This is an optimization exercise on Yosys and OpenROAD, whose aim is small area, a short achievable clock period and few clock cycles per item, not a production implementation.
Where RTL was checked, it was by simulation tests only, not by an equivalence proof against the original.

==> trial 60: inputs <==
## f32_mult
module f32_mult (
  input logic clk, rst_n,
  input logic [31:0] a, b,
  input logic start,
  output logic done,
  output logic [31:0] p
);
Settings: LEC_CHECK=0, ABC_AREA=1, CAP_MARGIN=20, CORE_MARGIN=2, CORE_UTILIZATION=40, SLEW_MARGIN=20, SYNTH_HIERARCHICAL=1, SYNTH_MINIMUM_KEEP_SIZE=0; clock period 12.0 ns.
run.sh (not shown) runs the stock make flow with config.mk's settings and CLKGATE_MAP_FILE= SYNTH_SCRIPT=/design/flow/synth_recipe.tcl, a recipe that flattens the netlist after the stock synthesis.
==> inputs of trial 61, as changes to trial 60 <==
Settings changed: SETUP_SLACK_MARGIN set to 1.5.
==> flow_metrics.py <==
metrics = {
    "cells_and_area": {
        "num-nonclk-buffers": 200,
        "final_cells": 4766,
        "num-nets-final": 4582,
        "bufAreaShareNonClock_pct": 6.27,
    },
    "global_routing": {
        "grtUsageMet3_pct": 4.84,
    },
    "run_status": {
        "outcome": "no timing/DRC/antenna violations",
    },
    "routing": {
        "dr_wl_met2_um": 44000,
        "viasPerCell": 5.38,
        "wl_per_cell_um": 20.3,
    },
    "sta": {
        "worst_slack_ns": 0.658,
    },
}
The numbers above come from trial 60.

==> flow_metrics.py <==
metrics = {
    "routing": {
        "viasPerCell": 5.39,
        "dr_wl_met2_um": 44600,
    },
    "synthesis": {
        "synth_cell_type_count": 49,
        "synthTopCellsByCount": "nand2_1, fa_1, inv_1",
    },
    "placed_design": {
        "io_buffers": 99,
    },
    "cells_and_area": {
        "num-nonclk-buffers": 218,
        "bufAreaShareNonClock_pct": 6.86,
        "syn_to_final_growth_pct": 11.1,
    },
    "global_routing": {
        "grtUsageMet3_pct": 4.85,
    },
    "run_status": {
        "outcome": "no timing/DRC/antenna violations",
    },
}
The numbers above come from trial 61.

Testbench counts of trial 60, summed over its fixed seeds: cycles 12,000, ops 12,000.
Testbench counts of trial 61, summed over its fixed seeds: cycles 12,000, ops 12,000.

* * *

==> run a: inputs <==
f32_mult, a different RTL version from the one above (not shown whole).
==> module f32_mult, before the edit <==
module f32_mult (
  input logic clk, rst_n,
  input logic [31:0] a, b,
  input logic start,
  output logic done,
  output logic [31:0] p
);
function automatic logic [4:0] lzc24(input logic [23:0] x);
  lzc24 = 5'd23;
  for (int i = 0; i < 24; i++)
    if (x[i]) lzc24 = 5'(23 - i);
endfunction
function automatic logic [4:0] tzc24(input logic [23:0] x);
  tzc24 = 5'd23;
  for (int i = 23; i >= 0; i--)
    if (x[i]) tzc24 = 5'(i);
endfunction
logic s_r;
logic a_ez, b_ez, a_fz, b_fz, a_emax, b_emax;
logic a_nan, b_nan, a_inf, b_inf, a_zero, b_zero, a_den, b_den;
assign s_r    = a[31] ^ b[31];
assign a_ez   = (a[30:23] == 8'h00);
assign b_ez   = (b[30:23] == 8'h00);
assign a_fz   = (a[22:0] == 23'h0);
assign b_fz   = (b[22:0] == 23'h0);
assign a_emax = (a[30:23] == 8'hFF);
assign b_emax = (b[30:23] == 8'hFF);
assign a_nan  = a_emax & ~a_fz;
assign b_nan  = b_emax & ~b_fz;
assign a_inf  = a_emax & a_fz;
assign b_inf  = b_emax & b_fz;
assign a_zero = a_ez & a_fz;
assign b_zero = b_ez & b_fz;
assign a_den  = a_ez & ~a_fz;
assign b_den  = b_ez & ~b_fz;
logic [23:0] m_a, m_b;
logic [8:0] x_sum;
assign m_a = {~a_ez, a[22:0]};
assign m_b = {~b_ez, b[22:0]};
assign x_sum = {1'b0, a[30:24], a[23] | a_ez} + {1'b0, b[30:24], b[23] | b_ez};
logic [47:0] prod;
f32_mult_mul24 u_mul (.x(m_a), .y(m_b), .prod(prod));
logic [5:0] lz, tz;             
logic nr;                       
logic [9:0] c_sh;               
logic [5:0] sh;                 
logic [8:0] e_base;
assign lz = {1'b0, lzc24(a_ez ? m_a : m_b)};
assign tz = {1'b0, tzc24(m_a)} + {1'b0, tzc24(m_b)};
assign c_sh = 10'd151 - {1'b0, x_sum};
assign nr = {1'b0, x_sum} >= 10'd128 + {4'b0, lz};
assign e_base = x_sum - 9'd128 - {3'b0, lz};
always_comb begin
  if (nr)
    sh = 6'd23 - lz;
  else if (c_sh[9:6] != 4'd0)
    sh = 6'd63;
  else
    sh = c_sh[5:0];
end
logic [25:0] win;
logic top;
logic [23:0] mant;
logic guard, sticky, round_up;
logic [8:0] e1, e2;
logic [8:0] e_pre;
logic ovf;
logic [30:0] rounded;
logic [3:0] d0, d1, d2;
logic [95:0] v0;
logic [40:0] v1;
logic [28:0] v2;
assign d0 = 4'b1 << sh[1:0];
assign d1 = 4'b1 << sh[3:2];
assign d2 = 4'b1 << sh[5:4];
assign v0 = {47'b0, prod, 1'b0};
always_comb begin
  for (int i = 0; i < 41; i++)
    v1[i] = (d2[0] & v0[i]) | (d2[1] & v0[i + 16]) | (d2[2] & v0[i + 32]) | (d2[3] & v0[i + 48]);
  for (int i = 0; i < 29; i++)
    v2[i] = (d1[0] & v1[i]) | (d1[1] & v1[i + 4]) | (d1[2] & v1[i + 8]) | (d1[3] & v1[i + 12]);
  for (int i = 0; i < 26; i++)
    win[i] = (d0[0] & v2[i]) | (d0[1] & v2[i + 1]) | (d0[2] & v2[i + 2]) | (d0[3] & v2[i + 3]);
end
assign top = win[25];
assign e1 = e_base + 9'd1;
assign e2 = e_base + 9'd2;
always_comb begin
  if (top) begin
    mant = win[25:2];
    guard = win[1];
    sticky = {1'b0, tz} < {1'b0, sh};
  end else begin
    mant = win[24:1];
    guard = win[0];
    sticky = {1'b0, tz} + 7'd1 < {1'b0, sh};
  end
  if (!nr)
    e_pre = {8'b0, mant[23]};
  else if (top)
    e_pre = e2;
  else
    e_pre = e1;
  ovf = nr & (e_pre >= 9'd255);
  round_up = guard & (sticky | mant[0]);
  rounded = {e_pre[7:0], mant[22:0]} + {30'h0, round_up};
end
logic [31:0] result;
always_comb begin
  if (a_nan)
    result = {s_r, 8'hFF, 1'b1, a[21:0]};
  else if (b_nan)
    result = {s_r, 8'hFF, 1'b1, b[21:0]};
  else if ((a_inf | b_inf) & (a_zero | b_zero))
    result = {s_r, 8'hFF, 1'b1, 22'h0};
  else if (a_inf | b_inf)
    result = {s_r, 8'hFF, 23'h0};
  else if (a_zero | b_zero | (a_den & b_den))
    result = {s_r, 31'h0};
  else if (ovf)
    result = {s_r, 8'hFF, 23'h0};
  else
    result = {s_r, rounded};
end
always_ff @(posedge clk)
  p <= result;
always_ff @(posedge clk or negedge rst_n)
  if (!rst_n)
    done <= 1'b0;
  else
    done <= start;
endmodule
Settings: LEC_CHECK=0, ABC_AREA=1, CAP_MARGIN=20, CORE_MARGIN=2, CORE_UTILIZATION=40, PLACE_DENSITY=0.75, SETUP_SLACK_MARGIN=1.5, SLEW_MARGIN=20, SYNTH_HIERARCHICAL=1, SYNTH_MINIMUM_KEEP_SIZE=0; clock period 12.0 ns.
standard.sh (not shown) runs the stock make flow with config.mk's settings and CLKGATE_MAP_FILE= SYNTH_SCRIPT=/design/flow/synth_recipe.tcl, a recipe that flattens the netlist after the stock synthesis.
==> flow/flow/run.sh <==
#!/bin/bash
# The standard layout, with the input/output port buffers made from plain
# buf cells (buffer_ports otherwise picks a slow delay cell for them).
set -euo pipefail
bash standard.sh "BUFFER_PORTS_ARGS=-buffer_cell sky130_fd_sc_hd__buf_4" finish > standard_flow.log 2>&1
==> run b (differences from run a) <==
--- a/flow/design.v
+++ b/flow/design.v
@@ -66,6 +66,8 @@
 logic [8:0] e_pre;
 logic ovf;
 logic [30:0] rounded;
+logic [22:0] ones;
+logic [8:0] e_pre1;
 logic [3:0] d0, d1, d2;
 logic [95:0] v0;
 logic [40:0] v1;
@@ -96,15 +98,33 @@
     sticky = {1'b0, tz} + 7'd1 < {1'b0, sh};
   end
   if (!nr)
+    e_pre1 = {8'b0, mant[23]} + 9'd1;
+  else if (top)
+    e_pre1 = e2 + 9'd1;
+  else
+    e_pre1 = e1 + 9'd1;
+  if (!nr)
     e_pre = {8'b0, mant[23]};
   else if (top)
     e_pre = e2;
   else
     e_pre = e1;
   ovf = nr & (e_pre >= 9'd255);
-  round_up = guard & (sticky | mant[0]);
-  rounded = {e_pre[7:0], mant[22:0]} + {30'h0, round_up};
 end
+logic [22:0] po [0:5];
+always_comb begin
+  po[0] = mant[22:0];
+  for (int l = 0; l < 5; l++)
+    for (int i = 0; i < 23; i++)
+      if ((i >> l) & 1)
+        po[l + 1][i] = po[l][i] & po[l][((i >> l) << l) - 1];
+      else
+        po[l + 1][i] = po[l][i];
+  ones = po[5];
+end
+assign round_up = guard & (sticky | mant[0]);
+assign rounded = {(round_up & ones[22]) ? e_pre1[7:0] : e_pre[7:0],
+                  mant[22:0] ^ ({ones[21:0], 1'b1} & {23{round_up}})};
 logic [31:0] result;
 always_comb begin
   if (a_nan)
==> reports/metrics.cfg <==
[final_layout]
fin_cells = 3935
fillers = 5453
seq-cell-share_pct = 2.76

[sta]
tightest_slew_ns = 1.02

[synth]
ys_seq_area_share_pct = 3.04
synth_common_cells = 736 x nand2_1, 351 x inv_1, 297 x xor2_1, 277 x o22ai_1, 266 x fa_1
avgSynthCellArea_sq_um = 6.82
synth_top_area_share_pct = 24.3

[route]
drtIter0Drc = 2933
route.met3.wl_microns = 11300

[status]
status = finished clean

[floorplan]
initial_core_util_pct = 40.6

[placed_design]
gp_congestion = 1.04

That was run a.
==> reports/metrics.cfg <==
[hold_path]
hold_class = in -> async

[synth]
synth_compound_area_share_pct = 14.6
synth_common_cells = 752 x nand2_1, 348 x inv_1, 292 x xor2_1, 278 x o22ai_1, 266 x fa_1
avgSynthCellArea_sq_um = 6.86
synth_top_area_share_pct = 25.0

[final_layout]
fillers = 5230
comb.multi_input.count = 2516
fin_cells = 3841

[status]
status = finished clean

[route]
wl_met2_microns = 32800
drtIter0Drc = 3214
route.met3.wl_microns = 10900

That was run b.
Testbench counts of run b, summed over its fixed seeds: cycles 12,000, ops 12,000.
Function not checked in run a: the RTL went through the layout flow alone.

what the ideal ports hide:
No port has a modelled driver above. Below, the same layouts with a new extraction and two added sets of constraints.
Step 1 (the two cells are an assumption about what drives the block):
set clk [get_ports {clk}]
set_driving_cell -lib_cell sky130_fd_sc_hd__clkbuf_16 $clk
set_driving_cell -lib_cell sky130_fd_sc_hd__buf_2 [delete_from_list [all_inputs] $clk]
Step 2 adds t to the input delays and takes it off the output delays; t is the mean of the earliest and latest rising clock arrival at the registers after step 1. Input paths then give back, and output paths get back, about the clock's delay inside the block.
a / b / c = ideal / step 1 / step 2; a / b = the first two.
run | shift t [ns] | setup slack, ns | hold slack, ns | worst register clock-pin slew, ns | worst data-port slew with drivers (ns)
trial 60 | 0.319 | 0.658 / 0.621 / 0.302 | 2.237 / 2.231 / 2.550 | 0.07 / 0.07 | 0.12
trial 61 | 0.322 | 1.877 / 1.836 / 1.514 | 2.232 / 2.227 / 2.549 | 0.07 / 0.07 | 0.12
run a | 0.316 | 1.741 / 1.739 / 1.423 | 1.883 / 1.874 / 2.190 | 0.06 / 0.06 | 0.05
run b | 0.329 | 1.761 / 1.763 / 1.435 | 1.868 / 1.883 / 2.211 | 0.07 / 0.07 | 0.08
After both steps setup and hold are still met in every run listed. For trial 61, which loses most, drivers alone change the setup slack by -0.041 ns; drivers and shift together by -0.363 ns.
